Source: an optimization exercise on an open RTL-to-GDS flow (aim: small area, a short achievable clock period and few clock cycles). Production flows keep margins and buffers that such runs may drop.
Function was not checked in any run shown here: the RTL went through the layout flow alone.
Power is estimated from default activity; no workload was simulated.

File: flow/design.v
module LASER(CLK, RST, X, Y, C1X, C1Y, C2X, C2Y, DONE);
input CLK, RST;
input [3:0] X, Y;
output reg DONE;
output [3:0] C1X, C1Y, C2X, C2Y;
reg rq;
reg [3:0] xq;
reg [5:0] t;
reg [2:0] ph;
reg [15:0] m0;
reg [15:0] m2;
reg [15:0] m3;
reg [15:0] m4;
reg [15:0] m5;
reg [15:0] m6;
reg [15:0] m7;
reg [15:0] m8;
reg [15:0] m9;
reg [15:0] m10;
reg [15:0] m11;
reg [15:0] m12;
reg [15:0] m13;
reg [15:0] m14;
reg we, keep, upd, last1, clr;
reg [3:0] yo;    
reg [24:0] mk;   
wire [5:0] tn = rq ? 6'd0 : (t == 6'd59) ? 6'd0 : t + 6'd1;
wire [2:0] phn = rq ? 3'd0 : ph + 3'd1;
wire pn = (tn >= 6'd49);
wire [15:0] pdec = we ? (16'd1 << yo) : 16'd0;
always @(posedge CLK) begin
  rq <= RST;
  xq <= X;
  yo <= Y - {ph, 1'b0} - 4'd4;
  t <= tn;
  ph <= phn;
  we     <= ~RST & (tn >= 6'd1) & (tn <= 6'd40);
  keep   <= ~RST & (tn >= 6'd1) & (tn <= 6'd55);
  upd    <= ~RST & (tn >= 6'd43) & (tn <= 6'd58);
  last1  <= (tn == 6'd50);
  clr    <= RST | (tn == 6'd0);
  mk[0] <= pn ? 8'b00000000 >> phn : 8'b00111111 >> phn;
  mk[1] <= pn ? 8'b00000001 >> phn : 8'b00111111 >> phn;
  mk[2] <= pn ? 8'b00001001 >> phn : 8'b00111111 >> phn;
  mk[3] <= pn ? 8'b00010100 >> phn : 8'b00111111 >> phn;
  mk[4] <= pn ? 8'b00100010 >> phn : 8'b00111111 >> phn;
  mk[5] <= pn ? 8'b00000000 >> phn : 8'b01111111 >> phn;
  mk[6] <= pn ? 8'b00000010 >> phn : 8'b01111111 >> phn;
  mk[7] <= pn ? 8'b00000011 >> phn : 8'b01111111 >> phn;
  mk[8] <= pn ? 8'b00000100 >> phn : 8'b01111111 >> phn;
  mk[9] <= pn ? 8'b00010011 >> phn : 8'b01111111 >> phn;
  mk[10] <= pn ? 8'b00010100 >> phn : 8'b01111111 >> phn;
  mk[11] <= pn ? 8'b00101000 >> phn : 8'b01111111 >> phn;
  mk[12] <= pn ? 8'b01000000 >> phn : 8'b01111111 >> phn;
  mk[13] <= pn ? 8'b01000100 >> phn : 8'b01111111 >> phn;
  mk[14] <= pn ? 8'b01001000 >> phn : 8'b01111111 >> phn;
  mk[15] <= pn ? 8'b00000000 >> phn : 8'b11111111 >> phn;
  mk[16] <= pn ? 8'b00000101 >> phn : 8'b11111111 >> phn;
  mk[17] <= pn ? 8'b00000111 >> phn : 8'b11111111 >> phn;
  mk[18] <= pn ? 8'b00001000 >> phn : 8'b11111111 >> phn;
  mk[19] <= pn ? 8'b00100111 >> phn : 8'b11111111 >> phn;
  mk[20] <= pn ? 8'b00101000 >> phn : 8'b11111111 >> phn;
  mk[21] <= pn ? 8'b01010000 >> phn : 8'b11111111 >> phn;
  mk[22] <= pn ? 8'b10000000 >> phn : 8'b11111111 >> phn;
  mk[23] <= pn ? 8'b10001000 >> phn : 8'b11111111 >> phn;
  mk[24] <= pn ? 8'b10010000 >> phn : 8'b11111111 >> phn;
end
always @(posedge CLK) m0 <= (keep ? {m0[1:0], m0[15:2]} : 16'd0) | ((xq == 4'd0) ? pdec : 16'd0);
always @(posedge CLK) m2 <= (keep ? {m2[1:0], m2[15:2]} : 16'd0) | ((xq == 4'd2) ? pdec : 16'd0);
always @(posedge CLK) m3 <= (keep ? {m3[1:0], m3[15:2]} : 16'd0) | ((xq == 4'd3) ? pdec : 16'd0);
always @(posedge CLK) m4 <= (keep ? {m4[1:0], m4[15:2]} : 16'd0) | ((xq == 4'd4) ? pdec : 16'd0);
always @(posedge CLK) m5 <= (keep ? {m5[1:0], m5[15:2]} : 16'd0) | ((xq == 4'd5) ? pdec : 16'd0);
always @(posedge CLK) m6 <= (keep ? {m6[1:0], m6[15:2]} : 16'd0) | ((xq == 4'd6) ? pdec : 16'd0);
always @(posedge CLK) m7 <= (keep ? {m7[1:0], m7[15:2]} : 16'd0) | ((xq == 4'd7) ? pdec : 16'd0);
always @(posedge CLK) m8 <= (keep ? {m8[1:0], m8[15:2]} : 16'd0) | ((xq == 4'd8) ? pdec : 16'd0);
always @(posedge CLK) m9 <= (keep ? {m9[1:0], m9[15:2]} : 16'd0) | ((xq == 4'd9) ? pdec : 16'd0);
always @(posedge CLK) m10 <= (keep ? {m10[1:0], m10[15:2]} : 16'd0) | ((xq == 4'd10) ? pdec : 16'd0);
always @(posedge CLK) m11 <= (keep ? {m11[1:0], m11[15:2]} : 16'd0) | ((xq == 4'd11) ? pdec : 16'd0);
always @(posedge CLK) m12 <= (keep ? {m12[1:0], m12[15:2]} : 16'd0) | ((xq == 4'd12) ? pdec : 16'd0);
always @(posedge CLK) m13 <= (keep ? {m13[1:0], m13[15:2]} : 16'd0) | ((xq == 4'd13) ? pdec : 16'd0);
always @(posedge CLK) m14 <= (keep ? {m14[1:0], m14[15:2]} : 16'd0) | ((xq == 4'd14) ? pdec : 16'd0);
wire w0_0 = m0[0] & mk[16];
wire w0_1 = m0[1] & mk[22];
wire w0_2 = m0[2] & mk[6];
wire w0_3 = m0[3] & mk[12];
wire w0_4 = m0[4] & mk[1];
wire w2_0 = m2[0] & mk[23];
wire w2_1 = m2[1] & mk[21];
wire w2_2 = m2[2] & mk[13];
wire w2_3 = m2[3] & mk[11];
wire w2_4 = m2[4] & mk[4];
wire w3_0 = m3[0] & mk[23];
wire w3_1 = m3[1] & mk[21];
wire w3_2 = m3[2] & mk[13];
wire w3_3 = m3[3] & mk[11];
wire w3_4 = m3[4] & mk[4];
wire w4_0 = m4[0] & mk[15];
wire w4_1 = m4[1] & mk[21];
wire w4_2 = m4[2] & mk[5];
wire w4_3 = m4[3] & mk[11];
wire w4_4 = m4[4] & mk[0];
wire w5_0 = m5[0] & mk[23];
wire w5_1 = m5[1] & mk[21];
wire w5_2 = m5[2] & mk[13];
wire w5_3 = m5[3] & mk[11];
wire w5_4 = m5[4] & mk[4];
wire w6_0 = m6[0] & mk[23];
wire w6_1 = m6[1] & mk[21];
wire w6_2 = m6[2] & mk[13];
wire w6_3 = m6[3] & mk[11];
wire w6_4 = m6[4] & mk[4];
wire w7_0 = m7[0] & mk[23];
wire w7_1 = m7[1] & mk[24];
wire w7_2 = m7[2] & mk[13];
wire w7_3 = m7[3] & mk[14];
wire w7_4 = m7[4] & mk[4];
wire w8_0 = m8[0] & mk[16];
wire w8_1 = m8[1] & mk[22];
wire w8_2 = m8[2] & mk[6];
wire w8_3 = m8[3] & mk[12];
wire w8_4 = m8[4] & mk[1];
wire w9_0 = m9[0] & mk[19];
wire w9_1 = m9[1] & mk[18];
wire w9_2 = m9[2] & mk[9];
wire w9_3 = m9[3] & mk[8];
wire w9_4 = m9[4] & mk[2];
wire w10_0 = m10[0] & mk[15];
wire w10_1 = m10[1] & mk[20];
wire w10_2 = m10[2] & mk[5];
wire w10_3 = m10[3] & mk[10];
wire w10_4 = m10[4] & mk[0];
wire w11_0 = m11[0] & mk[21];
wire w11_1 = m11[1] & mk[17];
wire w11_2 = m11[2] & mk[11];
wire w11_3 = m11[3] & mk[7];
wire w11_4 = m11[4] & mk[3];
wire w12_0 = m12[0] & mk[15];
wire w12_1 = m12[1] & mk[21];
wire w12_2 = m12[2] & mk[5];
wire w12_3 = m12[3] & mk[11];
wire w12_4 = m12[4] & mk[0];
wire w13_0 = m13[0] & mk[19];
wire w13_1 = m13[1] & mk[22];
wire w13_2 = m13[2] & mk[9];
wire w13_3 = m13[3] & mk[12];
wire w13_4 = m13[4] & mk[2];
wire w14_0 = m14[0] & mk[15];
wire w14_1 = m14[1] & mk[20];
wire w14_2 = m14[2] & mk[5];
wire w14_3 = m14[3] & mk[10];
wire w14_4 = m14[4] & mk[0];
reg [2:0] p0_4; reg p0_0, p0_r4;
reg [2:0] p2_4; reg p2_b4;
reg [1:0] p3_3; reg p3_b3;
reg [2:0] p4_4; reg p4_b4;
reg [1:0] p5_3; reg p5_b3;
reg [2:0] p6_4; reg p6_b4;
reg [1:0] p7_3; reg p7_b3;
reg [2:0] p8_4; reg p8_b4;
reg [1:0] p9_3; reg p9_b3;
reg [2:0] p10_4; reg p10_b4;
reg [1:0] p11_3; reg p11_b3;
reg [2:0] p12_4; reg p12_b4;
reg [1:0] p13_3; reg p13_b3;
reg [2:0] p14_4; reg p14_b4;
reg [2:0] row1, row2;
always @(posedge CLK) begin
  row1 <= ph;
  p0_4 <= {2'd0, w0_0} + {2'd0, w0_1} + {2'd0, w0_2} + {2'd0, w0_3};
  p0_0 <= w0_0; p0_r4 <= w0_4;
  p2_4 <= {2'd0, w2_0} + {2'd0, w2_1} + {2'd0, w2_2} + {2'd0, w2_3}; p2_b4 <= w2_4;
  p3_3 <= {1'd0, w3_0} + {1'd0, w3_1} + {1'd0, w3_2}; p3_b3 <= w3_3;
  p4_4 <= {2'd0, w4_0} + {2'd0, w4_1} + {2'd0, w4_2} + {2'd0, w4_3}; p4_b4 <= w4_4;
  p5_3 <= {1'd0, w5_0} + {1'd0, w5_1} + {1'd0, w5_2}; p5_b3 <= w5_3;
  p6_4 <= {2'd0, w6_0} + {2'd0, w6_1} + {2'd0, w6_2} + {2'd0, w6_3}; p6_b4 <= w6_4;
  p7_3 <= {1'd0, w7_0} + {1'd0, w7_1} + {1'd0, w7_2}; p7_b3 <= w7_3;
  p8_4 <= {2'd0, w8_0} + {2'd0, w8_1} + {2'd0, w8_2} + {2'd0, w8_3}; p8_b4 <= w8_4;
  p9_3 <= {1'd0, w9_0} + {1'd0, w9_1} + {1'd0, w9_2}; p9_b3 <= w9_3;
  p10_4 <= {2'd0, w10_0} + {2'd0, w10_1} + {2'd0, w10_2} + {2'd0, w10_3}; p10_b4 <= w10_4;
  p11_3 <= {1'd0, w11_0} + {1'd0, w11_1} + {1'd0, w11_2}; p11_b3 <= w11_3;
  p12_4 <= {2'd0, w12_0} + {2'd0, w12_1} + {2'd0, w12_2} + {2'd0, w12_3}; p12_b4 <= w12_4;
  p13_3 <= {1'd0, w13_0} + {1'd0, w13_1} + {1'd0, w13_2}; p13_b3 <= w13_3;
  p14_4 <= {2'd0, w14_0} + {2'd0, w14_1} + {2'd0, w14_2} + {2'd0, w14_3}; p14_b4 <= w14_4;
end
reg [4:0] sc [0:6];
always @(posedge CLK) begin
  row2 <= row1;
  sc[0] <= {2'd0, p2_4} + {4'd0, p2_b4} + {3'd0, p3_3} + {4'd0, p3_b3} + {2'd0, p4_4} + {3'd0, p5_3} + {2'd0, p0_4};
  sc[1] <= {2'd0, p4_4} + {4'd0, p4_b4} + {3'd0, p5_3} + {4'd0, p5_b3} + {2'd0, p6_4} + {3'd0, p7_3} + {4'd0, p0_0} + {4'd0, p0_r4};
  sc[2] <= {2'd0, p6_4} + {4'd0, p6_b4} + {3'd0, p7_3} + {4'd0, p7_b3} + {2'd0, p8_4} + {3'd0, p9_3} + {2'd0, p0_4} + {4'd0, p0_r4};
  sc[3] <= {2'd0, p8_4} + {4'd0, p8_b4} + {3'd0, p9_3} + {4'd0, p9_b3} + {2'd0, p10_4} + {3'd0, p11_3} + {2'd0, p0_4} + {4'd0, p0_r4};
  sc[4] <= {2'd0, p10_4} + {4'd0, p10_b4} + {3'd0, p11_3} + {4'd0, p11_b3} + {2'd0, p12_4} + {3'd0, p13_3} + {2'd0, p0_4} + {4'd0, p0_r4};
  sc[5] <= {2'd0, p12_4} + {4'd0, p12_b4} + {3'd0, p13_3} + {4'd0, p13_b3} + {2'd0, p14_4} + {4'd0, p0_0} + {4'd0, p0_r4};
  sc[6] <= {2'd0, p14_4} + {4'd0, p14_b4} + {2'd0, p0_4};
end
reg [4:0] bs;
reg [2:0] bx, br, b1x, b1r;
wire early = row2 < br;
function gt5(input [4:0] a, input [4:0] b);
  reg [4:0] e;
  begin
    e = a ~^ b;
    gt5 = (a[4] & ~b[4]) | (e[4] & a[3] & ~b[3]) | (e[4] & e[3] & a[2] & ~b[2]) |
          (e[4] & e[3] & e[2] & a[1] & ~b[1]) | (e[4] & e[3] & e[2] & e[1] & a[0] & ~b[0]);
  end
endfunction
wire c0_1 = gt5(sc[1], sc[0]);   
wire c0_2 = gt5(sc[2], sc[0]);   
wire c0_3 = gt5(sc[3], sc[0]);   
wire c0_4 = gt5(sc[4], sc[0]);   
wire c0_5 = gt5(sc[5], sc[0]);   
wire c0_6 = gt5(sc[6], sc[0]);   
wire c1_2 = gt5(sc[2], sc[1]);   
wire c1_3 = gt5(sc[3], sc[1]);   
wire c1_4 = gt5(sc[4], sc[1]);   
wire c1_5 = gt5(sc[5], sc[1]);   
wire c1_6 = gt5(sc[6], sc[1]);   
wire c2_3 = gt5(sc[3], sc[2]);   
wire c2_4 = gt5(sc[4], sc[2]);   
wire c2_5 = gt5(sc[5], sc[2]);   
wire c2_6 = gt5(sc[6], sc[2]);   
wire c3_4 = gt5(sc[4], sc[3]);   
wire c3_5 = gt5(sc[5], sc[3]);   
wire c3_6 = gt5(sc[6], sc[3]);   
wire c4_5 = gt5(sc[5], sc[4]);   
wire c4_6 = gt5(sc[6], sc[4]);   
wire c5_6 = gt5(sc[6], sc[5]);   
wire win0 = (gt5(sc[0], bs) | (early & (sc[0] == bs))) & ~c0_1 & ~c0_2 & ~c0_3 & ~c0_4 & ~c0_5 & ~c0_6;
wire win1 = (gt5(sc[1], bs) | (early & (sc[1] == bs))) & c0_1 & ~c1_2 & ~c1_3 & ~c1_4 & ~c1_5 & ~c1_6;
wire win2 = (gt5(sc[2], bs) | (early & (sc[2] == bs))) & c0_2 & c1_2 & ~c2_3 & ~c2_4 & ~c2_5 & ~c2_6;
wire win3 = (gt5(sc[3], bs) | (early & (sc[3] == bs))) & c0_3 & c1_3 & c2_3 & ~c3_4 & ~c3_5 & ~c3_6;
wire win4 = (gt5(sc[4], bs) | (early & (sc[4] == bs))) & c0_4 & c1_4 & c2_4 & c3_4 & ~c4_5 & ~c4_6;
wire win5 = (gt5(sc[5], bs) | (early & (sc[5] == bs))) & c0_5 & c1_5 & c2_5 & c3_5 & c4_5 & ~c5_6;
wire win6 = (gt5(sc[6], bs) | (early & (sc[6] == bs))) & c0_6 & c1_6 & c2_6 & c3_6 & c4_6 & c5_6;
wire [4:0] ws = ({5{win0}} & sc[0]) | ({5{win1}} & sc[1]) | ({5{win2}} & sc[2]) | ({5{win3}} & sc[3]) | ({5{win4}} & sc[4]) | ({5{win5}} & sc[5]) | ({5{win6}} & sc[6]);
wire rwin = win0 | win1 | win2 | win3 | win4 | win5 | win6;
wire [2:0] wx = {win3 | win4 | win5 | win6, win1 | win2 | win5 | win6, win0 | win2 | win4 | win6};
always @(posedge CLK) begin
  if (clr) begin
    bs <= 5'd0; bx <= 3'd0; br <= 3'd0; b1x <= 3'd0; b1r <= 3'd0;
  end else if (last1) begin
    b1x <= rwin ? wx : bx; b1r <= rwin ? row2 : br;
    bs <= 5'd0; bx <= 3'd0; br <= 3'd0;
  end else if (upd & rwin) begin
    bs <= ws; bx <= wx; br <= row2;
  end
  DONE <= ~rq & (t == 6'd58);
end
assign C1X = {b1x, 1'b0};
assign C1Y = {b1r, 1'b0};
assign C2X = {bx, 1'b0};
assign C2Y = {br, 1'b0};
endmodule
File: flow/run.sh
#!/bin/bash
# synth_recipe.tcl (not shown) runs the flow's synth.tcl, then flattens the netlist and writes it again
# the make line also repeats each setting of config.mk as NAME=value (left out here)
make -C /OpenROAD-flow-scripts/flow DESIGN_CONFIG=/design/flow/config.mk WORK_HOME=/design/flow/orfs CLKGATE_MAP_FILE= SYNTH_SCRIPT=/design/flow/synth_recipe.tcl finish
File: flow/config.mk
export PLATFORM = sky130hd
export DESIGN_NAME = LASER
export DESIGN_NICKNAME = LASER
export VERILOG_FILES = /design/flow/design.v
export SDC_FILE = /design/flow/constraint.sdc
export NUM_CORES = 4
export LEC_CHECK = 0
export CAP_MARGIN = 20
export CORE_MARGIN = 2
export CORE_UTILIZATION = 40
export SETUP_SLACK_MARGIN = 3.3
export SLEW_MARGIN = 20
File: flow/constraint.sdc
create_clock -name core_clock -period 6.0 [get_ports {CLK}]
set_input_delay 1.2000 -clock core_clock [delete_from_list [all_inputs] [get_ports {CLK}]]
set_output_delay 1.2000 -clock core_clock [all_outputs]
set_load 0.01 [all_outputs]
==> results of run 1 <==
==> cells by family after synthesis <==
| kind of cell | after synthesis | synth area share, % |
|---|---|---|
| compound gates | 427 | 19.4 |
| xor+xnor | 39 | 2.05 |
| fa+ha+maj | 168 | 15.1 |
| buf+inv | 236 | 5.80 |
| flops | 379 | 45.5 |
| mux | 6 | 0.360 |
| other cells | 1 | 0.0225 |
| simple gates | 390 | 11.8 |
==> layout make-up <==
cell class	instances	area [um2]	share of cell area, %
multi-input combinational	1034	8510	43.8
sequential	379	7680	39.6
clock buffer	58	1170	6.02
timing repair buffer	79	711	3.66
tap	532	666	3.43
inverter	146	566	2.91
clock inverter	10	115	0.593
==> per-layer routing <==
layer  vias up  track usage, %
met1      5907            26.0
met2       288            34.6
met5         -               0
li1       5803               -
met3        85            3.02
met4         0            8.24
==> power groups by stage <==
stage	clock network, W	registers (W)	logic [W]
after global routing	0.00257	0.00262	0.000323
after detailed placement	0	0.00267	0.000258
after CTS	0.00246	0.00261	0.000291
after floorplan	0	0.00262	0.000221
after global placement	0	0.00267	0.000258
final	0.00241	0.00261	0.000296
==> flip-flops by register name, indices dropped and copies added, names as in the netlist, 6 cells and up <==
register / cells
m14: 16
m2: 16
m3: 16
m4: 16
sc: 34
m11: 16
m5: 16
m12: 16
m0: 16
m10: 16
mk: 23
m9: 16
m13: 16
m8: 16
m6: 16
m7: 16
t: 6
==> worst max-delay path by stage <==
stage | from | end | slack, ns | cells past startpoint
final | p0_4[0]$_DFF_P_ | sc[3][4]$_DFF_P_ | 3.01 | 12
after global routing | p0_r4$_DFF_P_ | sc[1][4]$_DFF_P_ | 2.89 | 12
after CTS | sc[3][4]$_DFF_P_ | b1x[1]$_SDFFE_PP0P_ | 3.02 | 10
after detailed placement | sc[5][3]$_DFF_P_ | br[0]$_SDFFE_PP0P_ | 2.20 | 9
after global placement | sc[5][3]$_DFF_P_ | br[1]$_SDFFE_PP0P_ | 2.20 | 9
after floorplan | p0_4[0]$_DFF_P_ | sc[3][4]$_DFF_P_ | 3.16 | 12
==> metrics by stage <==
stage / cell area [um2] / hold WS, ns
2_1_floorplan: 16800 / 0.310
3_3_place_gp: 17400 / 0.313
3_5_place_dp: 17400 / 0.314
4_1_cts: 19100 / 0.328
5_1_grt: 19400 / 0.337
6_report: 19400 / 0.326
==> cells in the final DEF (no fill, tap or decap), drive strengths merged, types with 6 or more instances in the layout <==
cell	n
and2	41
inv	145
o22ai	6
a221o	8
o211a	6
o221ai	7
o21ai	95
nand3b	11
a21oi	46
a22o	151
nor2b	23
a21o	19
nor3	16
or2	12
o2111ai	8
nand2	139
ha	88
xnor2	29
nand2b	25
a211oi	16
clkbuf	58
clkdlybuf4s50	16
a22oi	7
xor2	10
mux2i	6
nor2	72
maj3	18
nand3	17
fa	62
a32o	11
dfxtp	379
buf	57
a222oi	14
==> timing repair <==
item / in CTS / in global routing
hold buffers: 0 / 0
resized for setup: 98 / 49
cloned: 0 / 0
pin swaps: 36 / 31
endpoints found under the setup margin: 40 / 41
buffers inserted: 29 / 14
endpoints found under the hold margin: 0 / 0
==> worst register-to-register path: cells and delay by family, from the launching register on <==
kind,cells,cell delay [ns]
fa+ha+maj,5,1.99
flops,1,0.38
compound gates,2,0.17
xor+xnor,1,0.11
buf+inv,4,0.22
==> qor.yml, run 1 <==
timing:
  timing.final.crit_share_pct: 49.8
  grt_setup_unrepaired: "yes"
  maxSlewHeadroom_pct: 29.1
  setup_ws_ns: 3.01
  timing_max_transition_violations_final: 0
  fin_setup_tns_ns: 0
  period_needed_ns: 2.99
  skew_ns: 0.0165
  clock.fmax_mhz: 334
  final-setup-viol-count: 0
  timing_hold_violations_final: 0
  timing_worst_slew_pin_value_ns: 1.06
power_and_ir_drop:
  power.share.clock_pct: 45.3
  totalPowerFinal_w: 0.00532
  p_int_w: 0.00405
  power.share.switching_pct: 23.7
  combinationalPowerShare_pct: 5.6
  power.share.sequential_pct: 49.1
  power_density_over_the_cells_nw_per_um2: 274
  power.net_switching_w: 0.00126
  worst_ir_drop_vdd_uv: 282
  p_leak_nw: 8.10
route:
  number_of_nets_still_failing_antenna_checks_after_routing: 0
  viasPerCell: 5.40
  route.detailed.wl_per_inst_um: 19.8
  remaining_drc_errors: 0
  route.top_layer_used: "met4"
  met2RoutedLength_um: 21400
  routed-wl-met3_um: 1640
  dr_total_vias: 12100
  drt-met1-wl_um: 19900
  first_iter_violations: 815
  drt-total-wl_um: 44400
  drt_first_pass_iters: 5
critical_path:
  worst-r2r-cell-count: 12
  critical_path.max_stage_delay_ns: 0.54
  rrSetupSlack_ns: 3.01
  worstSetupStartpointType: "register"
  crit_arrival_ns: 3.42
  cp.required_ns: 6.43
  r2r_start: "p0_4[0]$_DFF_P_"
  worstPathMaxFanout: 5
  timing.critical_path.cells: "fa_1 > inv_1 > fa_1 > fa_1 > inv_1 > ha_2 > inv_2 > fa_2 > inv_2 > a21o_1 > a21oi_2 > xnor2_1"
  crit_slowest_cell: "sky130_fd_sc_hd__fa_1"
  cpLargestDelayFamily: "adder cells"
  reg2reg_to: "sc[3][4]$_DFF_P_"
  worstSetupPathType: "register to register"
  worst_setup_path_end_kind: "register"
  worst-path-buf-inv: 4
  worst_path_most_repeated_cell: "sky130_fd_sc_hd__fa_1"
yosys:
  synth_sequential_area_ratio_pct: 45.5
  ys_warn_count: 2
  netlist_top_cells_count: "379 x sky130_fd_sc_hd__dfxtp_1, 151 x sky130_fd_sc_hd__a22o_1, 139 x sky130_fd_sc_hd__inv_1"
  synth.avg_cell_area_um2: 10.1
  synth_top_cell_by_area: "sky130_fd_sc_hd__dfxtp_1"
  synth_enable_flop_cells: 0
  ys_types: 79
  postSynth.asyncResetShare_pct: 0
  synth.ff_latch_count: 379
  cell_types_occupying_the_most_area_after_synthesis: "sky130_fd_sc_hd__dfxtp_1 45%, sky130_fd_sc_hd__a22o_1 7.9%, sky130_fd_sc_hd__fa_1 7.4%"
  postSynth.topFlopCell: "sky130_fd_sc_hd__dfxtp_1"
  post-synth-top-area-fraction_pct: 45.5
  post_synthesis_instance_area_um2: 16700
  synth_cells: 1646
  synth_most_common_cell: "sky130_fd_sc_hd__dfxtp_1"
clock_tree:
  cts_max_level: 2
  cts.path.max_buffers: 3
  number_of_buffers_inserted_during_clock_tree_synthesis: 40
  tritoncts: "done"
  insertion_delay_ns: 0.56
  clk_pin_slew_worst_paths_ns: 0.06
  cts_num_sinks: 379
  ctsRootBufferMaster: "sky130_fd_sc_hd__clkbuf_16"
place:
  dp_hpwl_um: 31400
  gpl.final_weighted_congestion: 0.938
  instance_count_after_placement_with_tap_cells_included: 2127
  port_buffers: 22
  post-place-ws_ns: 2.20
global_routing:
  grt_first_pass_wirelength_um: 69000
  first_global_vias: 12100
  grtUsageTotal_pct: 20.4
  grt_antenna_before_repair: 0
  grt_start_max_net_pins: 92
  grt_overflow: 0
flow_run:
  timing.max_cap.violations: 0
cells_and_area:
  finish.cell_count_without_fillers: 2238
  final_util_pct: 47.3
  insertedDiodeCount: 0
  nNetsFinal: 1840
  final_layout_size_suffix_gt1_share_pct: 16.8
  syn_to_final_growth_pct: 16.3
  fillers: 3787
hold_path:
  hold_start: "row1[1]$_DFF_P_"
  hold_path_end: "row2[1]$_DFF_P_"
  min-delay-path-class: "register to register"
  worstHoldPathCells: 0
floorplanning:
  dieHeight_um: 208
  floorplan.die.width_um: 208
  die_area_um2: 43400
  design.portCount: 27
  core.rowCount: 74
  initial_utilization_pct: 40.7
  core-area_um2: 41000
outcome:
  status: "no timing/DRC/antenna violations"
==> run 2, diff against run 1 <==
--- a/flow/config.mk
+++ b/flow/config.mk
@@ -8,5 +8,5 @@
 export CAP_MARGIN = 20
 export CORE_MARGIN = 2
 export CORE_UTILIZATION = 40
-export SETUP_SLACK_MARGIN = 3.3
+export SETUP_SLACK_MARGIN = 3.6
 export SLEW_MARGIN = 20
==> run 2 against run 1 <==
Core utilization is 0.052 points higher. Wire length fell by 3.6%. Design area up 0.11%. Total power is 1.7% higher. Clock power increased by 3%. Maximum frequency is 0.23% higher. Largest power group unchanged.
==> qor.yml, run 2 <==
hold_path:
  min-delay-path-class: "register to register"  # unchanged
  hold_start: "row1[2]$_DFF_P_"  # was row1[1]$_DFF_P_
  hold_path_end: "row2[2]$_DFF_P_"  # was row2[1]$_DFF_P_
  worstHoldPathCells: 0  # unchanged
place:
  dp_hpwl_um: 30000  # was 31400 um
  port_buffers: 22  # unchanged
  gpl.final_weighted_congestion: 0.914  # was 0.938
global_routing:
  grt_start_max_net_pins: 225  # was 92
  global_route.usage.met1_pct: 25.1  # was 26.0%
  grt_overflow: 0  # unchanged
  grt_antenna_before_repair: 0  # unchanged
  grt_first_pass_wirelength_um: 66700  # was 69000 um
  global_route.usage.met2_pct: 32.6  # was 34.6%
  first_global_vias: 11800  # was 12100
  globalRoute.busiestLayer: "met2"  # unchanged
  met3_use_gr_pct: 3.22  # was 3.02%
  grtUsageTotal_pct: 19.5  # was 20.4%
critical_path:
  cp.required_ns: 6.43  # about the same
  worst-r2r-cell-count: 12  # unchanged
  timing.critical_path.cells: "fa_1 > inv_2 > fa_1 > fa_2 > inv_2 > ha_4 > inv_2 > fa_2 > inv_2 > a21o_1 > a21oi_2 > xnor2_1"  # was fa_1 > inv_1 > fa_1 > fa_1 > inv_1 > ha_2 > inv_2 > fa_2 > inv_2 > a21o_1 > a21oi_2 > xnor2_1
  worstPathMaxFanout: 5  # unchanged
  worstSetupPathType: "register to register"  # unchanged
  rrSetupSlack_ns: 3.02  # was 3.01 ns
  worstSetupStartpointType: "register"  # unchanged
  crit_arrival_ns: 3.41  # was 3.42 ns
  r2r_start: "p0_r4$_DFF_P_"  # was p0_4[0]$_DFF_P_
  worst_path_most_repeated_cell: "sky130_fd_sc_hd__inv_2"  # was sky130_fd_sc_hd__fa_1
  crit_slowest_cell: "sky130_fd_sc_hd__fa_1"  # unchanged
  critical_path.max_stage_delay_ns: 0.54  # about the same
  worst_setup_path_end_kind: "register"  # unchanged
  reg2reg_to: "sc[3][4]$_DFF_P_"  # unchanged
yosys:
  synth_most_common_cell: "sky130_fd_sc_hd__dfxtp_1"  # unchanged
  post_synthesis_instance_area_um2: 16700  # unchanged
  netlist_top_cells_count: "379 x sky130_fd_sc_hd__dfxtp_1, 151 x sky130_fd_sc_hd__a22o_1, 139 x sky130_fd_sc_hd__inv_1"  # unchanged
  synth_sequential_area_ratio_pct: 45.5  # unchanged
  postSynth.topFlopCell: "sky130_fd_sc_hd__dfxtp_1"  # unchanged
  postSynth.asyncResetShare_pct: 0  # unchanged
  cell_types_occupying_the_most_area_after_synthesis: "sky130_fd_sc_hd__dfxtp_1 45%, sky130_fd_sc_hd__a22o_1 7.9%, sky130_fd_sc_hd__fa_1 7.4%"  # unchanged
  synth_enable_flop_cells: 0  # unchanged
  synth.ff_latch_count: 379  # unchanged
  synth_cells: 1646  # unchanged
  synth.avg_cell_area_um2: 10.1  # unchanged
  ys_warn_count: 2  # unchanged
  synth_top_cell_by_area: "sky130_fd_sc_hd__dfxtp_1"  # unchanged
  ys_types: 79  # unchanged
  post-synth-top-area-fraction_pct: 45.5  # unchanged
floorplanning:
  core-area_um2: 41000  # unchanged
  design.portCount: 27  # unchanged
  core.rowCount: 74  # unchanged
  floorplan.die.width_um: 208  # unchanged
  dieHeight_um: 208  # unchanged
  die_area_um2: 43400  # unchanged
  initial_utilization_pct: 40.7  # unchanged
cells_and_area:
  layout.cells.most_common_list: "328 x sky130_fd_sc_hd__dfxtp_1, 151 x sky130_fd_sc_hd__a22o_1, 132 x sky130_fd_sc_hd__nand2_1"  # was 338 x sky130_fd_sc_hd__dfxtp_1, 151 x sky130_fd_sc_hd__a22o_1, 134 x sky130_fd_sc_hd__nand2_1
  insertedDiodeCount: 0  # unchanged
  largest_register: "sc"  # unchanged
  fillers: 3819  # was 3787
  final_util_pct: 47.4  # was 47.3%
  nNetsFinal: 1828  # was 1840
  final_layout_size_suffix_gt1_share_pct: 17.4  # was 16.8%
  largest_reg_flops: 34  # unchanged
  biggestRegsByFlops: "sc x34, mk x23"  # unchanged
  final_common_cell: "sky130_fd_sc_hd__dfxtp_1"  # unchanged
  syn_to_final_growth_pct: 16.4  # was 16.3%
route:
  number_of_nets_still_failing_antenna_checks_after_routing: 0  # unchanged
  drt-total-wl_um: 42800  # was 44400 um
  first_iter_violations: 748  # was 815
  viasPerCell: 5.35  # was 5.40
  remaining_drc_errors: 0  # unchanged
  drt_first_pass_iters: 6  # was 5
  route.detailed.wl_per_inst_um: 19.2  # was 19.8 um
  dr_total_vias: 11900  # was 12100
timing:
  skew_ns: 0.0121  # was 0.0165 ns
  clock.fmax_mhz: 335  # was 334 MHz
  period_needed_ns: 2.98  # was 2.99 ns
  timing_hold_violations_final: 0  # unchanged
  timing_worst_slew_pin_value_ns: 1.20  # was 1.06 ns
  final-setup-viol-count: 0  # unchanged
  grt_setup_unrepaired: "yes"  # unchanged
  fin_setup_tns_ns: 0  # unchanged
  maxSlewHeadroom_pct: 20.3  # was 29.1%
  timing_max_transition_violations_final: 0  # unchanged
  timing.final.crit_share_pct: 49.7  # was 49.8%
clock_tree:
  cts_num_sinks: 379  # unchanged
  ctsRootBufferMaster: "sky130_fd_sc_hd__clkbuf_16"  # unchanged
  insertion_delay_ns: 0.54  # was 0.56 ns
  number_of_buffers_inserted_during_clock_tree_synthesis: 39  # was 40
  hold_buffers: 0  # unchanged
  cts.path.max_buffers: 3  # unchanged
  tritoncts: "done"  # unchanged
  cts_max_level: 2  # unchanged
  clk_pin_slew_worst_paths_ns: 0.06  # about the same
outcome:
  status: "no timing/DRC/antenna violations"  # unchanged
flow_run:
  timing.max_cap.violations: 0  # unchanged
power_and_ir_drop:
  power_density_over_the_cells_nw_per_um2: 278  # was 274 nW/um2
  worst_ir_drop_vdd_uv: 260  # was 282 uV
  p_leak_nw: 8.07  # was 8.10 nW
run 2: changes by cell type in the layout (fill, tap and decap cells not counted), moves of 3 or more:
cell,delta
sky130_fd_sc_hd__clkbuf_16,+3
sky130_fd_sc_hd__clkdlybuf4s50_1,-7
sky130_fd_sc_hd__inv_2,+3
sky130_fd_sc_hd__clkinv_2,+3
sky130_fd_sc_hd__dfxtp_2,+6
sky130_fd_sc_hd__o311ai_2,+3
sky130_fd_sc_hd__clkdlybuf4s15_1,+7
sky130_fd_sc_hd__buf_4,-10
sky130_fd_sc_hd__clkinvlp_4,-3
sky130_fd_sc_hd__dfxtp_4,+4
sky130_fd_sc_hd__dfxtp_1,-10
run 2: power breakdown:
part | total [W] | internal (W) | leakage [nW] | switching (W)
Sequential | 0.00259 | 0.00254 | 3.09 | 0.0000565
Clock | 0.00249 | 0.00152 | 0.663 | 0.000976
Combinational | 0.000317 | 0.000118 | 4.32 | 0.000199
run 2: metal layers:
| metal | vias to the layer above | share of wire, % |
|---|---|---|
| li1 | 5776 | - |
| met1 | 5824 | 45 |
| met2 | 247 | 48 |
| met3 | 91 | 4.0 |
| met4 | 0 | 3.3 |
| met5 | - | 0 |
run 2: worst max-delay path, delay by kind of cell (launching register included):
family | cells | cell delay, ns
adder cells (fa/ha/maj) | 5 | 2.01
XOR/XNOR | 1 | 0.11
buffers and inverters | 4 | 0.21
AO/OA/AOI/OAI | 2 | 0.16
flip-flops | 1 | 0.38
run 2: per-stage QoR:
| step | total power (W) | setup slack (ns) | area, um2 | hold WS, ns | cells |
|---|---|---|---|---|---|
| after floorplan | 0.00284 | 3.16 | 16800 | 0.310 | 1649 |
| after global placement | 0.00293 | 2.15 | 17400 | 0.312 | 2124 |
| after detailed placement | 0.00292 | 2.21 | 17400 | 0.312 | 2124 |
| after CTS | 0.00545 | 3.00 | 19200 | 0.326 | 2219 |
| after global routing | 0.00560 | 2.91 | 19400 | 0.332 | 2230 |
| final | 0.00540 | 3.02 | 19400 | 0.326 | 2230 |
run 2: cell families (layout without fill, tap and decap cells):
logic type	Yosys count	in the layout	synth area share, %
other	1	4	0.0225
XOR/XNOR	39	39	2.05
flip-flops	379	379	45.5
buffers and inverters	236	285	5.80
AO/OA/AOI/OAI	427	427	19.4
adder cells (fa/ha/maj)	168	168	15.1
AND/OR/NAND/NOR	390	390	11.8
multiplexers	6	6	0.360
run 2: final cells by class:
| cell class | instances | area, um2 | share of cell area (%) |
|---|---|---|---|
| multi-input combinational | 1034 | 8530 | 43.9 |
| sequential | 379 | 7700 | 39.6 |
| clock buffer | 60 | 1210 | 6.22 |
| tap | 532 | 666 | 3.43 |
| timing repair buffer | 68 | 637 | 3.28 |
| inverter | 146 | 554 | 2.85 |
| clock inverter | 11 | 134 | 0.689 |
run 2: worst max-delay path by stage:
stage                     slack, ns          startpoint                 end  cells after the start
after detailed placement       2.21    sc[0][3]$_DFF_P_  br[1]$_SDFFE_PP0P_                      9
after global placement         2.15    sc[0][3]$_DFF_P_  br[0]$_SDFFE_PP0P_                      9
after CTS                      3.00  br[2]$_SDFFE_PP0P_  br[1]$_SDFFE_PP0P_                     13
final                          3.02       p0_r4$_DFF_P_    sc[3][4]$_DFF_P_                     12
after floorplan                3.16     p0_4[0]$_DFF_P_    sc[3][4]$_DFF_P_                     12
after global routing           2.91        p0_0$_DFF_P_    sc[1][4]$_DFF_P_                     12
run 2: repair_timing:
| item | CTS | global route |
|---|---|---|
| gates cloned | 0 | 1 |
| endpoints found under the setup margin | 54 | 54 |
| pin swaps | 40 | 38 |
| gates resized for setup | 111 | 60 |
| buffers inserted | 24 | 10 |
==> run 3, diff against run 2 <==
--- a/flow/config.mk
+++ b/flow/config.mk
@@ -7,6 +7,6 @@
 export LEC_CHECK = 0
 export CAP_MARGIN = 20
 export CORE_MARGIN = 2
-export CORE_UTILIZATION = 40
-export SETUP_SLACK_MARGIN = 3.6
+export CORE_UTILIZATION = 60
+export SETUP_SLACK_MARGIN = 3.3
 export SLEW_MARGIN = 20
==> run 3 against run 2 <==
Critical path type unchanged. Die area is 33% lower. Largest power group unchanged. Total power is 2.9% lower. Still clean. Highest routed layer unchanged. First-iteration DRC count is 20% higher. Cell count is 6.8% lower.
==> qor.yml, run 3 <==
global_routing:
  grt_first_pass_wirelength_um: 66000  # was 66700 um
  first_global_vias: 11900  # was 11800
  grt_start_max_net_pins: 97  # was 225
  grtUsageTotal_pct: 29.0  # was 19.5%
  grt_overflow: 0  # unchanged
  grt_antenna_before_repair: 0  # unchanged
route:
  first_iter_violations: 896  # was 748
  drt_first_pass_iters: 5  # was 6
  routed-wl-met3_um: 1660  # was 1710 um
  number_of_nets_still_failing_antenna_checks_after_routing: 0  # unchanged
  met2RoutedLength_um: 20900  # was 20400 um
  remaining_drc_errors: 0  # unchanged
  dr_total_vias: 12300  # was 11900
  drt-met1-wl_um: 17900  # was 19300 um
  viasPerCell: 5.92  # was 5.35
  route.top_layer_used: "met4"  # unchanged
  route.detailed.wl_per_inst_um: 20.4  # was 19.2 um
  drt-total-wl_um: 42300  # was 42800 um
floorplanning:
  core.rowCount: 61  # was 74
  floorplan.die.width_um: 171  # was 208 um
  design.portCount: 27  # unchanged
  dieHeight_um: 171  # was 208 um
  initial_utilization_pct: 60.6  # was 40.7%
  core-area_um2: 27600  # was 41000 um2
  die_area_um2: 29200  # was 43400 um2
yosys:
  synth.mux.area_fraction_pct: 0.360  # unchanged
  synth_enable_flop_cells: 0  # unchanged
  ys_warn_count: 2  # unchanged
  synth-compound-area-share_pct: 19.4  # unchanged
  area_share_of_xor_xnor_cells_in_the_synthesized_design_pct: 2.05  # unchanged
  post-synth-top-area-fraction_pct: 45.5  # unchanged
  synth_top_family_by_area: "compound AO/OA/AOI/OAI gates"  # unchanged
  synth_sequential_area_ratio_pct: 45.5  # unchanged
  synth_most_common_cell: "sky130_fd_sc_hd__dfxtp_1"  # unchanged
  cell_types_occupying_the_most_area_after_synthesis: "sky130_fd_sc_hd__dfxtp_1 45%, sky130_fd_sc_hd__a22o_1 7.9%, sky130_fd_sc_hd__fa_1 7.4%"  # unchanged
  synth_top_cell_by_area: "sky130_fd_sc_hd__dfxtp_1"  # unchanged
  synth.avg_cell_area_um2: 10.1  # unchanged
  netlist_top_cells_count: "379 x sky130_fd_sc_hd__dfxtp_1, 151 x sky130_fd_sc_hd__a22o_1, 139 x sky130_fd_sc_hd__inv_1"  # unchanged
  ys_types: 79  # unchanged
  postSynth.asyncResetShare_pct: 0  # unchanged
  synth_cells: 1646  # unchanged
  post_synthesis_instance_area_um2: 16700  # unchanged
  synth-simple-area-share_pct: 11.8  # unchanged
  synth-adder-area-share_pct: 15.1  # unchanged
  synth.ff_latch_count: 379  # unchanged
  postSynth.topFlopCell: "sky130_fd_sc_hd__dfxtp_1"  # unchanged
flow_run:
  timing.max_cap.violations: 0  # unchanged
critical_path:
  crit_slowest_cell: "sky130_fd_sc_hd__dfxtp_4"  # was sky130_fd_sc_hd__fa_1
  worstPathMaxFanout: 5  # unchanged
  timing.critical_path.cells: "inv_2 > ha_4 > nand2_4 > o21a_4 > maj3_2 > maj3_2 > a41oi_4 > nor4_4 > buf_6 > buf_12 > nor4_4 > buf_6 > mux2i_1 > a211oi_1"  # was fa_1 > inv_2 > fa_1 > fa_2 > inv_2 > ha_4 > inv_2 > fa_2 > inv_2 > a21o_1 > a21oi_2 > xnor2_1
  worst_setup_path_end_kind: "register"  # unchanged
  cp.required_ns: 6.38  # was 6.43 ns
  worstSetupStartpointType: "register"  # unchanged
  worstSetupPathType: "register to register"  # unchanged
  crit_arrival_ns: 3.41  # about the same
  critical_path.max_stage_delay_ns: 0.35  # was 0.54 ns
clock_tree:
  insertion_delay_ns: 0.53  # was 0.54 ns
  tritoncts: "done"  # unchanged
  cts_num_sinks: 379  # unchanged
  cts_max_level: 2  # unchanged
  hold_buffers: 0  # unchanged
  ctsRootBufferMaster: "sky130_fd_sc_hd__clkbuf_16"  # unchanged
  clk_pin_slew_worst_paths_ns: 0.06  # about the same
  cts.path.max_buffers: 3  # unchanged
  number_of_buffers_inserted_during_clock_tree_synthesis: 39  # unchanged
cells_and_area:
  final_layout_size_suffix_gt1_share_pct: 16.6  # was 17.4%
  fillers: 2073  # was 3819
  biggestRegsByFlops: "sc x34, mk x23"  # unchanged
  nNetsFinal: 1833  # was 1828
  final_util_pct: 69.5  # was 47.4%
  largest_reg_flops: 34  # unchanged
  largest_register: "sc"  # unchanged
  seq_area_um2: 7670  # was 7700 um2
  layout.cells.most_common_list: "337 x sky130_fd_sc_hd__dfxtp_1, 151 x sky130_fd_sc_hd__a22o_1, 132 x sky130_fd_sc_hd__nand2_1"  # was 328 x sky130_fd_sc_hd__dfxtp_1, 151 x sky130_fd_sc_hd__a22o_1, 132 x sky130_fd_sc_hd__nand2_1
  insertedDiodeCount: 0  # unchanged
  final_common_cell: "sky130_fd_sc_hd__dfxtp_1"  # unchanged
  syn_to_final_growth_pct: 14.8  # was 16.4%
  area_of_combinational_cells_with_multiple_inputs_um2: 8550  # was 8530 um2
place:
  dp_hpwl_um: 29800  # was 30000 um
  gpl.final_weighted_congestion: 0.991  # was 0.914
  port_buffers: 22  # unchanged
power_and_ir_drop:
  worst_ir_drop_vdd_uv: 268  # was 260 uV
  power_density_over_the_cells_nw_per_um2: 274  # was 278 nW/um2
  totalPowerFinal_w: 0.00525  # was 0.00540 W
  p_leak_nw: 8.05  # was 8.07 nW
timing:
  holdWs_ns: 0.325  # was 0.326 ns
  timing_max_transition_violations_final: 0  # unchanged
  timing_worst_slew_pin_value_ns: 1.11  # was 1.20 ns
  maxSlewHeadroom_pct: 25.4  # was 20.3%
  skew_ns: 0.0140  # was 0.0121 ns
  clock.fmax_mhz: 330  # was 335 MHz
  final-setup-viol-count: 0  # unchanged
  period_needed_ns: 3.03  # was 2.98 ns
  grt_setup_unrepaired: "yes"  # unchanged
  timing.final.crit_share_pct: 50.5  # was 49.7%
  timing_hold_violations_final: 0  # unchanged
  fin_setup_tns_ns: 0  # unchanged
outcome:
  status: "no timing/DRC/antenna violations"  # unchanged
hold_path:
  min-delay-path-class: "register to register"  # unchanged
## run 3: cell counts after synthesis
No cell type changed its count.
## run 3: timing repair
item | CTS | global route
gates resized for setup | 87 | 57
setup endpoints to repair | 44 | 49
pin swaps | 40 | 20
setup buffers | 26 | 16
## run 3: area by class of cell
cell class | instances | share of cell area (%)
Sequential cell | 379 | 40.1
Timing Repair Buffer | 73 | 3.46
Inverter | 146 | 2.89
Clock inverter | 10 | 0.509
Multi-Input combinational cell | 1034 | 44.6
Clock buffer | 58 | 6.00
Tap cell | 378 | 2.47
## run 3: worst max-delay path, delay by kind of cell (launching register included)
kind                       cells  cell delay (ns)
AOI/OAI and AO/OA              3             0.50
adders and majority gates      3             0.97
buffers and inverters          4             0.49
DFF                            1             0.35
muxes                          1             0.22
and+or+nand+nor                3             0.35
## run 3: routing by layer
metal / track usage [%] / up-vias
met5: 0 / -
met4: 13.3 / 0
met1: 36.1 / 5972
met2: 50.5 / 392
li1: - / 5802
met3: 3.42 / 130
## run 3: cells by family after synthesis
logic type / count (synthesis)
other: 1
XOR/XNOR: 39
buffers and inverters: 236
adder cells (fa/ha/maj): 168
flip-flops: 379
AO/OA/AOI/OAI: 427
AND/OR/NAND/NOR: 390
multiplexers: 6
## run 3: worst paths after layout
path	from	endpoint	slack [ns]	cells past startpoint
setup / recovery	br[2]$_SDFFE_PP0P_	b1r[1]$_SDFFE_PP0P_	2.97	14
hold / removal	row1[0]$_DFF_P_	row2[0]$_DFF_P_	0.33	0
setup reg to reg	br[2]$_SDFFE_PP0P_	b1r[1]$_SDFFE_PP0P_	2.97	14
hold reg to reg	row1[0]$_DFF_P_	row2[0]$_DFF_P_	0.33	0
## run 3: per-stage QoR
step,cell area (um2),cells,setup slack [ns]
after floorplan,16800,1649,3.16
after global placement,17200,1966,2.31
after detailed placement,17200,1966,2.24
after CTS,18900,2060,2.97
after global routing,19200,2078,2.87
final,19200,2078,2.97
## run 3: power by group
| part | leakage [nW] | switching, W | internal, W |
|---|---|---|---|
| clock network | 0.604 | 0.000958 | 0.00137 |
| registers | 3.09 | 0.0000698 | 0.00254 |
| logic | 4.36 | 0.000185 | 0.000123 |
==> run 4, diff against run 3 <==
--- a/flow/design.v
+++ b/flow/design.v
@@ -204,37 +204,55 @@
           (e[4] & e[3] & e[2] & a[1] & ~b[1]) | (e[4] & e[3] & e[2] & e[1] & a[0] & ~b[0]);
   end
 endfunction
-wire c0_1 = gt5(sc[1], sc[0]);   
-wire c0_2 = gt5(sc[2], sc[0]);   
-wire c0_3 = gt5(sc[3], sc[0]);   
-wire c0_4 = gt5(sc[4], sc[0]);   
-wire c0_5 = gt5(sc[5], sc[0]);   
-wire c0_6 = gt5(sc[6], sc[0]);   
-wire c1_2 = gt5(sc[2], sc[1]);   
-wire c1_3 = gt5(sc[3], sc[1]);   
-wire c1_4 = gt5(sc[4], sc[1]);   
-wire c1_5 = gt5(sc[5], sc[1]);   
-wire c1_6 = gt5(sc[6], sc[1]);   
-wire c2_3 = gt5(sc[3], sc[2]);   
-wire c2_4 = gt5(sc[4], sc[2]);   
-wire c2_5 = gt5(sc[5], sc[2]);   
-wire c2_6 = gt5(sc[6], sc[2]);   
-wire c3_4 = gt5(sc[4], sc[3]);   
-wire c3_5 = gt5(sc[5], sc[3]);   
-wire c3_6 = gt5(sc[6], sc[3]);   
-wire c4_5 = gt5(sc[5], sc[4]);   
-wire c4_6 = gt5(sc[6], sc[4]);   
-wire c5_6 = gt5(sc[6], sc[5]);   
-wire win0 = (gt5(sc[0], bs) | (early & (sc[0] == bs))) & ~c0_1 & ~c0_2 & ~c0_3 & ~c0_4 & ~c0_5 & ~c0_6;
-wire win1 = (gt5(sc[1], bs) | (early & (sc[1] == bs))) & c0_1 & ~c1_2 & ~c1_3 & ~c1_4 & ~c1_5 & ~c1_6;
-wire win2 = (gt5(sc[2], bs) | (early & (sc[2] == bs))) & c0_2 & c1_2 & ~c2_3 & ~c2_4 & ~c2_5 & ~c2_6;
-wire win3 = (gt5(sc[3], bs) | (early & (sc[3] == bs))) & c0_3 & c1_3 & c2_3 & ~c3_4 & ~c3_5 & ~c3_6;
-wire win4 = (gt5(sc[4], bs) | (early & (sc[4] == bs))) & c0_4 & c1_4 & c2_4 & c3_4 & ~c4_5 & ~c4_6;
-wire win5 = (gt5(sc[5], bs) | (early & (sc[5] == bs))) & c0_5 & c1_5 & c2_5 & c3_5 & c4_5 & ~c5_6;
-wire win6 = (gt5(sc[6], bs) | (early & (sc[6] == bs))) & c0_6 & c1_6 & c2_6 & c3_6 & c4_6 & c5_6;
-wire [4:0] ws = ({5{win0}} & sc[0]) | ({5{win1}} & sc[1]) | ({5{win2}} & sc[2]) | ({5{win3}} & sc[3]) | ({5{win4}} & sc[4]) | ({5{win5}} & sc[5]) | ({5{win6}} & sc[6]);
-wire rwin = win0 | win1 | win2 | win3 | win4 | win5 | win6;
-wire [2:0] wx = {win3 | win4 | win5 | win6, win1 | win2 | win5 | win6, win0 | win2 | win4 | win6};
+wire mx4 = sc[0][4] | sc[1][4] | sc[2][4] | sc[3][4] | sc[4][4] | sc[5][4] | sc[6][4] | bs[4];
+wire al4_0 = (sc[0][4] | ~mx4);
+wire al4_1 = (sc[1][4] | ~mx4);
+wire al4_2 = (sc[2][4] | ~mx4);
+wire al4_3 = (sc[3][4] | ~mx4);
+wire al4_4 = (sc[4][4] | ~mx4);
+wire al4_5 = (sc[5][4] | ~mx4);
+wire al4_6 = (sc[6][4] | ~mx4);
+wire al4_7 = (bs[4] | ~mx4);
+wire mx3 = (al4_0 & sc[0][3]) | (al4_1 & sc[1][3]) | (al4_2 & sc[2][3]) | (al4_3 & sc[3][3]) | (al4_4 & sc[4][3]) | (al4_5 & sc[5][3]) | (al4_6 & sc[6][3]) | (al4_7 & bs[3]);
+wire al3_0 = al4_0 & (sc[0][3] | ~mx3);
+wire al3_1 = al4_1 & (sc[1][3] | ~mx3);
+wire al3_2 = al4_2 & (sc[2][3] | ~mx3);
+wire al3_3 = al4_3 & (sc[3][3] | ~mx3);
+wire al3_4 = al4_4 & (sc[4][3] | ~mx3);
+wire al3_5 = al4_5 & (sc[5][3] | ~mx3);
+wire al3_6 = al4_6 & (sc[6][3] | ~mx3);
+wire al3_7 = al4_7 & (bs[3] | ~mx3);
+wire mx2 = (al3_0 & sc[0][2]) | (al3_1 & sc[1][2]) | (al3_2 & sc[2][2]) | (al3_3 & sc[3][2]) | (al3_4 & sc[4][2]) | (al3_5 & sc[5][2]) | (al3_6 & sc[6][2]) | (al3_7 & bs[2]);
+wire al2_0 = al3_0 & (sc[0][2] | ~mx2);
+wire al2_1 = al3_1 & (sc[1][2] | ~mx2);
+wire al2_2 = al3_2 & (sc[2][2] | ~mx2);
+wire al2_3 = al3_3 & (sc[3][2] | ~mx2);
+wire al2_4 = al3_4 & (sc[4][2] | ~mx2);
+wire al2_5 = al3_5 & (sc[5][2] | ~mx2);
+wire al2_6 = al3_6 & (sc[6][2] | ~mx2);
+wire al2_7 = al3_7 & (bs[2] | ~mx2);
+wire mx1 = (al2_0 & sc[0][1]) | (al2_1 & sc[1][1]) | (al2_2 & sc[2][1]) | (al2_3 & sc[3][1]) | (al2_4 & sc[4][1]) | (al2_5 & sc[5][1]) | (al2_6 & sc[6][1]) | (al2_7 & bs[1]);
+wire al1_0 = al2_0 & (sc[0][1] | ~mx1);
+wire al1_1 = al2_1 & (sc[1][1] | ~mx1);
+wire al1_2 = al2_2 & (sc[2][1] | ~mx1);
+wire al1_3 = al2_3 & (sc[3][1] | ~mx1);
+wire al1_4 = al2_4 & (sc[4][1] | ~mx1);
+wire al1_5 = al2_5 & (sc[5][1] | ~mx1);
+wire al1_6 = al2_6 & (sc[6][1] | ~mx1);
+wire al1_7 = al2_7 & (bs[1] | ~mx1);
+wire mx0 = (al1_0 & sc[0][0]) | (al1_1 & sc[1][0]) | (al1_2 & sc[2][0]) | (al1_3 & sc[3][0]) | (al1_4 & sc[4][0]) | (al1_5 & sc[5][0]) | (al1_6 & sc[6][0]) | (al1_7 & bs[0]);
+wire al0_0 = al1_0 & (sc[0][0] | ~mx0);
+wire al0_1 = al1_1 & (sc[1][0] | ~mx0);
+wire al0_2 = al1_2 & (sc[2][0] | ~mx0);
+wire al0_3 = al1_3 & (sc[3][0] | ~mx0);
+wire al0_4 = al1_4 & (sc[4][0] | ~mx0);
+wire al0_5 = al1_5 & (sc[5][0] | ~mx0);
+wire al0_6 = al1_6 & (sc[6][0] | ~mx0);
+wire al0_7 = al1_7 & (bs[0] | ~mx0);
+wire [4:0] ws = {mx4, mx3, mx2, mx1, mx0};
+wire rwin = (al0_0 | al0_1 | al0_2 | al0_3 | al0_4 | al0_5 | al0_6) & (~al0_7 | early);
+wire [2:0] wx = al0_0 ? 3'd1 : al0_1 ? 3'd2 : al0_2 ? 3'd3 : al0_3 ? 3'd4 :
+                al0_4 ? 3'd5 : al0_5 ? 3'd6 : 3'd7;
 always @(posedge CLK) begin
   if (clr) begin
     bs <= 5'd0; bx <= 3'd0; br <= 3'd0; b1x <= 3'd0; b1r <= 3'd0;
--- a/flow/config.mk
+++ b/flow/config.mk
@@ -7,6 +7,6 @@
 export LEC_CHECK = 0
 export CAP_MARGIN = 20
 export CORE_MARGIN = 2
-export CORE_UTILIZATION = 60
+export CORE_UTILIZATION = 40
 export SETUP_SLACK_MARGIN = 3.3
 export SLEW_MARGIN = 20
==> run 4 against run 3 <==
Clock-buffer cell count fell by 8. Sequential power hardly changed. Wire length fell by 15%. Total power increased by 2.0%. Cell count decreased by 2.0%. Hold slack improved by 0.034 ns. Setup slack got worse by 1.2 ns. Global-route usage shrank 11 points.
==> qor.yml, run 4 <==
yosys:
  netlist_top_cells_count: "379 x sky130_fd_sc_hd__dfxtp_1, 153 x sky130_fd_sc_hd__a22o_1, 143 x sky130_fd_sc_hd__nand2_1"  # was 379 x sky130_fd_sc_hd__dfxtp_1, 151 x sky130_fd_sc_hd__a22o_1, 139 x sky130_fd_sc_hd__inv_1
  synth.ff_latch_count: 379  # unchanged
  postSynth.topFlopCell: "sky130_fd_sc_hd__dfxtp_1"  # unchanged
  ys_warn_count: 2  # unchanged
  postSynth.asyncResetShare_pct: 0  # unchanged
  cell_types_occupying_the_most_area_after_synthesis: "sky130_fd_sc_hd__dfxtp_1 49%, sky130_fd_sc_hd__a22o_1 8.7%, sky130_fd_sc_hd__fa_1 8.1%"  # was sky130_fd_sc_hd__dfxtp_1 45%, sky130_fd_sc_hd__a22o_1 7.9%, sky130_fd_sc_hd__fa_1 7.4%
  synth.avg_cell_area_um2: 10.6  # was 10.1 um2
  ys_types: 82  # was 79
  post-synth-top-area-fraction_pct: 49.3  # was 45.5%
  post_synthesis_instance_area_um2: 15400  # was 16700 um2
  synth_top_cell_by_area: "sky130_fd_sc_hd__dfxtp_1"  # unchanged
  synth_sequential_area_ratio_pct: 49.3  # was 45.5%
  synth_cells: 1451  # was 1646
  synth_most_common_cell: "sky130_fd_sc_hd__dfxtp_1"  # unchanged
  synth_enable_flop_cells: 0  # unchanged
global_routing:
  met3_use_gr_pct: 2.44  # was 3.42%
  grt_first_pass_wirelength_um: 57100  # was 66000 um
  grtUsageTotal_pct: 17.7  # was 29.0%
  grt_overflow: 0  # unchanged
  first_global_vias: 10400  # was 11900
  global_route.usage.met2_pct: 29.8  # was 50.5%
  grt_start_max_net_pins: 100  # was 97
  globalRoute.busiestLayer: "met2"  # unchanged
  global_route.usage.met1_pct: 23.7  # was 36.1%
  grt_antenna_before_repair: 0  # unchanged
floorplanning:
  dieHeight_um: 200  # was 171 um
  core-area_um2: 37800  # was 27600 um2
  core.rowCount: 71  # was 61
  initial_utilization_pct: 40.8  # was 60.6%
  die_area_um2: 40100  # was 29200 um2
  design.portCount: 27  # unchanged
  floorplan.die.width_um: 200  # was 171 um
cells_and_area:
  postLayoutCellArea_um2: 18300  # was 19200 um2
  finish.cell_count_without_fillers: 2037  # was 2078
  final_common_cell: "sky130_fd_sc_hd__dfxtp_1"  # unchanged
  syn_to_final_growth_pct: 18.7  # was 14.8%
  largest_register: "sc"  # unchanged
  nNetsFinal: 1645  # was 1833
  largest_reg_flops: 34  # unchanged
  final_layout_size_suffix_gt1_share_pct: 16.3  # was 16.6%
  biggestRegsByFlops: "sc x34, mk x23"  # unchanged
  fillers: 3474  # was 2073
  layout.cells.most_common_list: "364 x sky130_fd_sc_hd__dfxtp_1, 153 x sky130_fd_sc_hd__a22o_1, 142 x sky130_fd_sc_hd__nand2_1"  # was 337 x sky130_fd_sc_hd__dfxtp_1, 151 x sky130_fd_sc_hd__a22o_1, 132 x sky130_fd_sc_hd__nand2_1
  insertedDiodeCount: 0  # unchanged
clock_tree:
  number_of_buffers_inserted_during_clock_tree_synthesis: 40  # was 39
  cts.path.max_buffers: 3  # unchanged
  tritoncts: "done"  # unchanged
  insertion_delay_ns: 0.56  # was 0.53 ns
  ctsRootBufferMaster: "sky130_fd_sc_hd__clkbuf_16"  # unchanged
  clk_pin_slew_worst_paths_ns: 0.06  # about the same
  cts_max_level: 2  # unchanged
  cts_num_sinks: 379  # unchanged
place:
  dp_hpwl_um: 25500  # was 29800 um
  port_buffers: 22  # unchanged
  post-place-ws_ns: 1.13  # was 2.24 ns
  instance_count_after_placement_with_tap_cells_included: 1930  # was 1966
  placedInstanceArea_um2: 16100  # was 17200 um2
  gpl.final_weighted_congestion: 0.852  # was 0.991
timing:
  clock.fmax_mhz: 236  # was 330 MHz
  period_needed_ns: 4.24  # was 3.03 ns
  grt_setup_unrepaired: "yes"  # unchanged
  skew_ns: 0.0512  # was 0.0140 ns
  maxSlewHeadroom_pct: 30.8  # was 25.4%
  timing_max_transition_violations_final: 0  # unchanged
  fin_setup_tns_ns: 0  # unchanged
  timing.final.crit_share_pct: 70.7  # was 50.5%
  timing_worst_slew_pin_value_ns: 1.03  # was 1.11 ns
  timing_hold_violations_final: 0  # unchanged
  setup_ws_ns: 1.76  # was 2.97 ns
  final-setup-viol-count: 0  # unchanged
critical_path:
  crit_arrival_ns: 4.72  # was 3.41 ns
  r2r_start: "sc[2][3]$_DFF_P_"  # was br[2]$_SDFFE_PP0P_
  worst_path_most_repeated_cell: "sky130_fd_sc_hd__buf_6"
  reg2reg_to: "bs[1]$_SDFFE_PP0P_"  # was b1r[1]$_SDFFE_PP0P_
  worstPathMaxFanout: 7  # was 5
  worstSetupStartpointType: "register"  # unchanged
  critical_path.max_stage_delay_ns: 0.56  # was 0.35 ns
  timing.critical_path.cells: "or4_4 > a32oi_4 > buf_6 > nand3_1 > o31a_1 > a221o_1 > o211ai_1 > a221oi_4 > buf_6 > a41oi_2 > o21a_1 > nor3b_4 > buf_6 > a21oi_4 > o221ai_4 > o211ai_4 > buf_4 > or2_2 > a21oi_1"  # was inv_2 > ha_4 > nand2_4 > o21a_4 > maj3_2 > maj3_2 > a41oi_4 > nor4_4 > buf_6 > buf_12 > nor4_4 > buf_6 > mux2i_1 > a211oi_1
  worst-path-buf-inv: 4  # unchanged
  cpLargestDelayFamily: "compound AO/OA/AOI/OAI gates"  # was adder cells
  crit_slowest_cell: "sky130_fd_sc_hd__or4_4"  # was sky130_fd_sc_hd__dfxtp_4
  worstSetupPathType: "register to register"  # unchanged
  cp.required_ns: 6.47  # was 6.38 ns
  worst-r2r-cell-count: 19  # was 14
  worst_setup_path_end_kind: "register"  # unchanged
  rrSetupSlack_ns: 1.76  # was 2.97 ns
power_and_ir_drop:
  power.share.sequential_pct: 48.7  # was 49.7%
  power.share.clock_pct: 45.2  # was 44.4%
  p_leak_nw: 7.74  # was 8.05 nW
  totalPowerFinal_w: 0.00535  # was 0.00525 W
  combinationalPowerShare_pct: 6.1  # was 5.9%
  p_int_w: 0.00408  # was 0.00403 W
  worst_ir_drop_vdd_uv: 211  # was 268 uV
  power.net_switching_w: 0.00127  # was 0.00121 W
  power_density_over_the_cells_nw_per_um2: 293  # was 274 nW/um2
  power.share.switching_pct: 23.7  # was 23.1%
hold_path:
  worstHoldPathCells: 0  # unchanged
  hold_path_end: "row2[0]$_DFF_P_"  # unchanged
  min-delay-path-class: "register to register"  # unchanged
  hold_start: "row1[0]$_DFF_P_"  # unchanged
flow_run:
  timing.max_cap.violations: 0  # unchanged
route:
  viasPerCell: 5.09  # was 5.92
  number_of_nets_still_failing_antenna_checks_after_routing: 0  # unchanged
  route.detailed.wl_per_inst_um: 17.6  # was 20.4 um
  remaining_drc_errors: 0  # unchanged
  drt_first_pass_iters: 5  # unchanged
  dr_total_vias: 10400  # was 12300
  drt-total-wl_um: 35800  # was 42300 um
  first_iter_violations: 469  # was 896
outcome:
  status: "no timing/DRC/antenna violations"  # unchanged
[run 4: cell types whose count changed after synthesis, moves of 14 or more]
cell,before,now
sky130_fd_sc_hd__buf_2,15,1
sky130_fd_sc_hd__nor2b_1,22,6
sky130_fd_sc_hd__o21ai_0,95,79
sky130_fd_sc_hd__maj3_1,14,0
sky130_fd_sc_hd__ha_1,88,71
sky130_fd_sc_hd__a222oi_1,14,0
sky130_fd_sc_hd__inv_1,139,111
[run 4: cell families after synthesis]
group                      share of synthesized area (%)
DFF                                                 49.3
adders and majority gates                           13.8
other                                             0.0244
muxes                                              0.586
buffers and inverters                               4.55
xor gates and xnor gates                            1.48
AOI/OAI and AO/OA                                   19.5
and+or+nand+nor                                     10.7
[run 4: final cells by class]
type	instances	area (um2)	area share [%]
clock buffers	50	1080	5.91
inverters	111	417	2.28
clock inverters	16	211	1.16
well taps	511	639	3.50
flip-flops and latches	379	7620	41.7
repair buffers	73	673	3.69
multi-input cells	897	7620	41.7
[run 4: metrics by stage]
stage | util [%] | hold WS (ns)
4_1_cts | 47.5 | 0.357
3_5_place_dp | 42.7 | 0.349
2_1_floorplan | - | 0.310
3_3_place_gp | 42.7 | 0.362
5_1_grt | 48.4 | 0.363
6_report | 48.4 | 0.359
[run 4: power by group through the flow]
stage               Clock, W  Combinational (W)  Sequential [W]
global placement           0           0.000263         0.00266
floorplan                  0           0.000241         0.00262
CTS                  0.00247           0.000298         0.00261
detailed placement         0           0.000264         0.00266
global route         0.00258           0.000358         0.00261
finish               0.00242           0.000327         0.00261
[run 4: worst max-delay path by stage]
stage,startpoint,end,slack [ns],depth (start not counted)
after floorplan,sc[4][4]$_DFF_P_,br[0]$_SDFFE_PP0P_,2.01,17
after global placement,sc[2][3]$_DFF_P_,br[1]$_SDFFE_PP0P_,1.24,15
after detailed placement,sc[2][3]$_DFF_P_,bx[0]$_SDFFE_PP0P_,1.13,15
after CTS,sc[4][4]$_DFF_P_,bs[2]$_SDFFE_PP0P_,1.79,17
after global routing,sc[4][4]$_DFF_P_,bx[1]$_SDFFE_PP0P_,1.59,20
final,sc[2][3]$_DFF_P_,bs[1]$_SDFFE_PP0P_,1.76,19
[run 4: layer usage]
metal  vias up  routed length [um]
met3        50                1090
met2       151               17300
met5         -                   0
met4         0                 778
li1       5137                   -
met1      5024               16600
[run 4: what timing repair did]
action / CTS / global route
endpoints found under the hold margin: 0 / 0
hold buffers: 0 / 0
buffers inserted: 24 / 14
setup endpoints to repair: 47 / 45
gates resized for setup: 82 / 52
pin swaps: 46 / 40
gates cloned: 0 / 1

## port drivers added, routing unchanged
How much do the figures lean on ideal ports? The routed layouts below were timed once more, with nothing changed but the port constraints. Step 1 assumes that a clkbuf_16 drives the clock port and a buf_2 every other input. Step 2 adds t to the input delays and takes it off the output delays; t is the mean of the earliest and latest rising clock arrival at the registers after step 1. Input paths then give back, and output paths get back, about the clock's delay inside the block. Slacks: ideal / step 1 / step 2; pairs: ideal / step 1.
run | t, ns | slack for setup (ns) | slew at the worst register clock pin (ns) | cell pins on the clock port's net
run 1 | 0.603 | 3.010 / 3.010 / 3.010 | 0.06 / 0.06 | 1
run 2 | 0.591 | 3.017 / 3.017 / 3.017 | 0.06 / 0.06 | 1
run 3 | 0.569 | 2.971 / 2.971 / 2.971 | 0.06 / 0.06 | 1
run 4 | 0.587 | 1.755 / 1.755 / 1.755 | 0.06 / 0.06 | 1
After both steps every run listed still meets setup and hold.
